From an optimization exercise on the open Yosys and OpenROAD flow, aimed at small area; shortcuts taken in it are not production practice. The RTL was checked by simulation tests, not by an equivalence proof against the original design. Power figures rest on the tool's default switching activity, not on a simulated workload.

==> inputs of run M <==
==> flow/design.v <==
module top (
  input  logic clk,   
  input  logic reset_n_in,
  input  logic midi_in,
  output logic note_cv_p,
  output logic note_cv_n
);
  logic [3:0] rc;       
  logic       rn;       
  wire        rc_full = rc[3] & rc[1];
  always_ff @(posedge clk) begin
    if (~reset_n_in)
      rc <= 4'd0;
    else if (~rc_full)
      rc <= rc + 4'd1;
    rn   <= rc_full;
  end
  wire rn_u = reset_n_in & rc[3] & (rc[1] | rc[0]);    
  logic [2:0] rxb;
  always_ff @(posedge clk)
    rxb <= {rxb[1:0], midi_in};
  wire rxs = rxb[2];
  logic [9:0] t;        
  logic [4:0] b;        
  wire idle   = b[4] & b[2];
  wire tmatch = (t == 10'b0100011001);
  wire eor    = b[4] & b[1] & b[0];                                
  wire b18    = b[4] & b[1] & ~b[0];                               
  always_ff @(posedge clk) begin
    if (idle | tmatch)
      t <= 10'd0;
    else
      t <= {t[8:0], ~(t[9] ^ t[6])};
  end
  always_ff @(posedge clk) begin
    if (~rn_u | eor)
      b <= 5'd20;
    else if (idle)
      b <= rxs ? 5'd20 : 5'd0;
    else if (tmatch)
      b <= b + 5'd1;
  end
  logic [7:0] sr;
  wire shift = tmatch & ~b[0] & ~b18;
  wire ok = rn_u & tmatch & b18 & rxs;    
  logic [1:0] kind, len;
  logic [6:0] n;
  wire is_data = ~sr[7];
  wire is_stat = sr[7] & ~&sr[6:4];
  wire [1:0] kind_new = {~|sr[6:5], ~|sr[6:5] ? sr[4] : (sr[6] & ~sr[5])};
  wire [1:0] maxl = (kind == 2'b01) ? 2'd1 : 2'd2;
  wire [1:0] nlen = is_stat ? 2'd0 : is_data ? ((len == maxl) ? 2'd1 : len + 2'd1) : len;
  wire ev    = kind[1] & (nlen == maxl);
  wire is_on = kind[0] & (|sr[6:0]);
  always_ff @(posedge clk) begin
    if (~rn) begin
      kind <= 2'b00;
      len  <= 2'd0;
    end
    else if (ok) begin
      if (is_stat)
        kind <= kind_new;
      len <= nlen;
    end
  end
  always_ff @(posedge clk)
    if (ok & kind[1] & (nlen == 2'd1))
      n <= sr[6:0];
  logic [3:0]  ph;
  logic [15:0][10:0] ring;          
  logic        full;                
  logic        empty;               
  wire [6:0] hn = ring[15][10:4];
  wire [3:0] hd = ring[15][3:0];
  wire act    = (hd != 4'hf) | full;
  wire neq    = (hn == n);
  wire nmatch = act & neq;
  wire second = act & (hd == 4'd1);
  wire age14  = act & (hd == 4'd14);
  localparam logic [2:0] S_IDLE = 3'd0, S_ARM = 3'd1, S_F = 3'd2, S_R1 = 3'd3,
                         S_R2 = 3'd4, S_WT = 3'd5, S_P2 = 3'd6;
  logic [2:0] st;
  logic [3:0] tm;
  logic       op;                   
  logic       held;                 
  logic       nw;                   
  logic       s2;                   
  logic       s14;                  
  logic [6:0] o2;                   
  wire  [3:0] a1 = sr[3:0];
  wire  [3:0] q  = sr[3:0];
  wire  [3:0] a2 = sr[7:4];
  wire ph15  = &ph;
  wire tend  = &tm;
  wire scan  = (st == S_ARM) | ((st == S_F) & ~tend);
  wire go    = op ? (~held & ~full) : held;
  wire adv = (st == S_IDLE) ? (ok & ev) :
             ((st == S_ARM) | (st == S_F) | (st == S_R1) | (st == S_R2)) ? tend : ph15;
  always_ff @(posedge clk) begin
    if (~rn | (adv & ((st == S_P2) | ((st == S_WT) & ~go))))
      st <= S_IDLE;
    else if (adv)
      st <= st + 3'd1;
  end
  always_ff @(posedge clk) begin
    if (st == S_IDLE)
      tm <= 4'd13;
    else if (tend & ((st == S_F) | (st == S_R1)))
      tm <= (st == S_F) ? ~a1 : (~a2 & {4{s2}});    
    else
      tm <= tm + 4'd1;
  end
  wire p2     = (st == S_P2);
  wire ins_w  = p2 & op & ~act & ~held;
  wire del_c  = p2 & ~op & nmatch;
  wire del_d  = p2 & ~op & act & (nw ? (hd != 4'd0) : (hd > q));
  wire inc    = p2 & op & act;
  always_ff @(posedge clk) begin
    if (ok)
      op <= is_on;
    if (st == S_IDLE) begin
      held <= 1'b0;
      nw   <= 1'b0;
      s2   <= 1'b0;
      s14  <= 1'b0;
    end
    else if (scan) begin
      held <= held | nmatch;
      nw   <= nw | (nmatch & (hd == 4'd0));
      s2   <= s2 | second;
      s14  <= s14 | age14;
      if (second)
        o2 <= hn;
    end
    else if (ins_w)
      held <= 1'b1;
  end
  always_ff @(posedge clk) begin
    if (st == S_IDLE) begin
      if (shift)
        sr <= {rxs, sr[7:1]};
    end
    else if (scan) begin
      if (nmatch)
        sr[3:0] <= (hd == 4'd0) ? ph : hd;
      if (second)
        sr[7:4] <= ph;
    end
  end
  always_ff @(posedge clk) begin
    if (~rn) begin
      full  <= 1'b0;
      empty <= 1'b1;
    end
    else if (p2 & ph15) begin
      full  <= op & s14;
      empty <= 1'b0;      
    end
  end
  logic [3:0] nd;
  always_comb begin
    if (ins_w)
      nd = 4'd0;
    else if (empty | del_c)
      nd = 4'hf;
    else if (inc)
      nd = hd + 4'd1;
    else if (del_d)
      nd = hd - 4'd1;
    else
      nd = hd;
  end
  always_ff @(posedge clk) begin
    ph <= ph + 4'd1;
    ring <= {ring[14:0], {ins_w ? n : hn, nd}};
  end
  wire fire = ((st == S_F) & (tm == 4'd6) & op & ~full) | ((st == S_R2) & tend & ~op & nw);
  wire [6:0] src = ((st == S_F) | ~s2) ? n : o2;    
  wire ge60 = src[6] | (&src[5:2]);
  logic [5:0] w;
  always_ff @(posedge clk) begin
    if (~rn)
      w <= 6'd0;
    else if (fire)
      w <= {src[5:3] | {3{ge60}}, src[2] & ~ge60, src[1:0] | {2{ge60}}};
  end
  logic [5:0] dc;
  wire        dm  = (dc == 6'b001001);
  wire        den = (dc == 6'd0);
  always_ff @(posedge clk) begin
    if (~rn | dm)
      dc <= 6'd0;
    else
      dc <= {dc[4:0], ~(dc[5] ^ dc[4])};
  end
  logic [5:0] dse;
  wire  [6:0] add = {1'b0, w} + {1'b0, dse};
  always_ff @(posedge clk) begin
    if (~rn)
      dse <= 6'd0;
    else if (den)
      dse <= add[5:0];
    note_cv_p <= add[6];
  end
  assign note_cv_n = ~note_cv_p;
endmodule
==> flow/flow/run.sh <==
#!/bin/bash
set -euo pipefail
export CTS_ARGS="-sink_clustering_enable -repair_clock_nets -dont_use_dummy_load -buf_list sky130_fd_sc_hd__clkbuf_8 -sink_clustering_size 20 -sink_clustering_max_diameter 60"
bash standard.sh > standard.log 2>&1
==> flow/standard.sh <==
#!/bin/bash
# synth_recipe.tcl (not shown) runs the flow's synth.tcl, then flattens the netlist and writes it again
# the make line also repeats each setting of config.mk as NAME=value (left out here)
make -C /OpenROAD-flow-scripts/flow DESIGN_CONFIG=/design/flow/config.mk WORK_HOME=/design/flow/orfs CLKGATE_MAP_FILE= SYNTH_SCRIPT=/design/flow/synth_recipe.tcl "${@:-finish}"
==> flow/config.mk <==
export PLATFORM = sky130hd
export DESIGN_NAME = top
export DESIGN_NICKNAME = top
export VERILOG_FILES = /design/flow/design.v
export SDC_FILE = /design/flow/constraint.sdc
export NUM_CORES = 4
export LEC_CHECK = 0
export CAP_MARGIN = 20
export CORE_MARGIN = 2
export CORE_UTILIZATION = 40
export CTS_BUF_LIST = sky130_fd_sc_hd__clkbuf_8
export CTS_CLUSTER_DIAMETER = 60
export CTS_CLUSTER_SIZE = 20
export SLEW_MARGIN = 20
==> flow/constraint.sdc <==
create_clock -name core_clock -period 20.0 [get_ports {clk}]
set_input_delay 4.0000 -clock core_clock [delete_from_list [all_inputs] [get_ports {clk}]]
set_output_delay 4.0000 -clock core_clock [all_outputs]
set_load 0.01 [all_outputs]
==> run G (differences from run M) <==
--- a/flow/design.v
+++ b/flow/design.v
@@ -16,9 +16,8 @@
     rn   <= rc_full;
   end
-  wire rn_u = reset_n_in & rc[3] & (rc[1] | rc[0]);    
-  logic [2:0] rxb;
+  logic [4:0] rxb;
   always_ff @(posedge clk)
-    rxb <= {rxb[1:0], midi_in};
-  wire rxs = rxb[2];
+    rxb <= {rxb[3:0], midi_in};
+  wire rxs = rxb[4];
   logic [9:0] t;        
   logic [4:0] b;        
@@ -34,5 +33,5 @@
   end
   always_ff @(posedge clk) begin
-    if (~rn_u | eor)
+    if (~rn | eor)
       b <= 5'd20;
     else if (idle)
@@ -43,5 +42,5 @@
   logic [7:0] sr;
   wire shift = tmatch & ~b[0] & ~b18;
-  wire ok = rn_u & tmatch & b18 & rxs;    
+  wire ok = rn & tmatch & b18 & rxs;    
   logic [1:0] kind, len;
   logic [6:0] n;
@@ -93,8 +92,10 @@
   wire ph15  = &ph;
   wire tend  = &tm;
-  wire scan  = (st == S_ARM) | ((st == S_F) & ~tend);
+  wire first = (st == S_ARM);
+  wire scan  = first | ((st == S_F) & ~tend);
   wire go    = op ? (~held & ~full) : held;
   wire adv = (st == S_IDLE) ? (ok & ev) :
-             ((st == S_ARM) | (st == S_F) | (st == S_R1) | (st == S_R2)) ? tend : ph15;
+             (st == S_ARM)  ? eor :
+             ((st == S_F) | (st == S_R1) | (st == S_R2)) ? tend : ph15;
   always_ff @(posedge clk) begin
     if (~rn | (adv & ((st == S_P2) | ((st == S_WT) & ~go))))
@@ -104,6 +105,6 @@
   end
   always_ff @(posedge clk) begin
-    if (st == S_IDLE)
-      tm <= 4'd13;
+    if (st == S_ARM)
+      tm <= 4'd0;
     else if (tend & ((st == S_F) | (st == S_R1)))
       tm <= (st == S_F) ? ~a1 : (~a2 & {4{s2}});    
@@ -119,15 +120,9 @@
     if (ok)
       op <= is_on;
-    if (st == S_IDLE) begin
-      held <= 1'b0;
-      nw   <= 1'b0;
-      s2   <= 1'b0;
-      s14  <= 1'b0;
-    end
-    else if (scan) begin
-      held <= held | nmatch;
-      nw   <= nw | (nmatch & (hd == 4'd0));
-      s2   <= s2 | second;
-      s14  <= s14 | age14;
+    if (scan) begin
+      held <= nmatch | (held & ~first);
+      nw   <= (nmatch & (hd == 4'd0)) | (nw & ~first);
+      s2   <= second | (s2 & ~first);
+      s14  <= age14 | (s14 & ~first);
       if (second)
         o2 <= hn;
@@ -155,5 +150,5 @@
     else if (p2 & ph15) begin
       full  <= op & s14;
-      empty <= 1'b0;      
+      empty <= ~op & ~s2;
     end
   end
==> comparison table <==
metric                                                                                 run M           run G
Outcome                                                                       finished clean  finished clean
Multi-input combinational cell count                                                     316             319
Destination of the worst register-to-register timing path                            ring[7]            n[2]
Number of buffers inserted during clock tree synthesis                                    18              19
Worst rel slew slack                                                                   37.0%           29.0%
Final-layout clock buffer total                                                           18              19
Via count of the first global-routing pass                                              4143            4217
Via count                                                                               4159            4191
Final critical path time including I/O delays and setup                              5770 ps         5410 ps
Multi-input logic area                                                             2200 um^2       2170 um^2
Area fraction of the dominant cell type after synthesis                                61.1%           60.1%
Core utilization of the finished layout                                                43.5%           43.7%
Number of design-rule violations left by the first detailed-router iteration             224             278
Internal Dissipation                                                                  612 uW          621 uW
Sw power                                                                              146 uW          147 uW
PnR Total Power                                                                       757 uW          768 uW
Worst min-delay path endpoint                                                       ring[74]       ring[101]
Worst clock skew                                                                     36.1 ps         46.3 ps
Worst path setup slack after routing                                                14230 ps        14590 ps
Mean Syn Cell Area                                                                 12.7 um^2       12.6 um^2

==> port drivers added, routing unchanged <==
The flow's constraints put no driver on any port. The routed layouts listed below were extracted and timed again, unchanged, in two steps.
Step 1, drivers: a clkbuf_16 drives clk and a buf_2 each remaining input, both assumed.
Step 2 times the ports against the registers' clock, not the clock port: input delays grow and output delays shrink by t, the midpoint of the rising clock arrivals with the driver on.
Three values: no drivers, after step 1, after step 2; two values: the first two.
| run | t (ns) | setup WS [ns] | worst setup path at the end | worst data-port slew with drivers (ns) |
|---|---|---|---|---|
| run M | 0.542 | 14.228 / 14.243 / 13.701 | input to register | 0.03 |
| run G | 0.534 | 14.590 / 14.552 / 15.086 | register to output | 0.03 |
After both steps every run listed still meets setup and hold. For run M, which loses most, drivers alone change the setup slack by +0.015 ns; drivers and shift together by -0.527 ns.
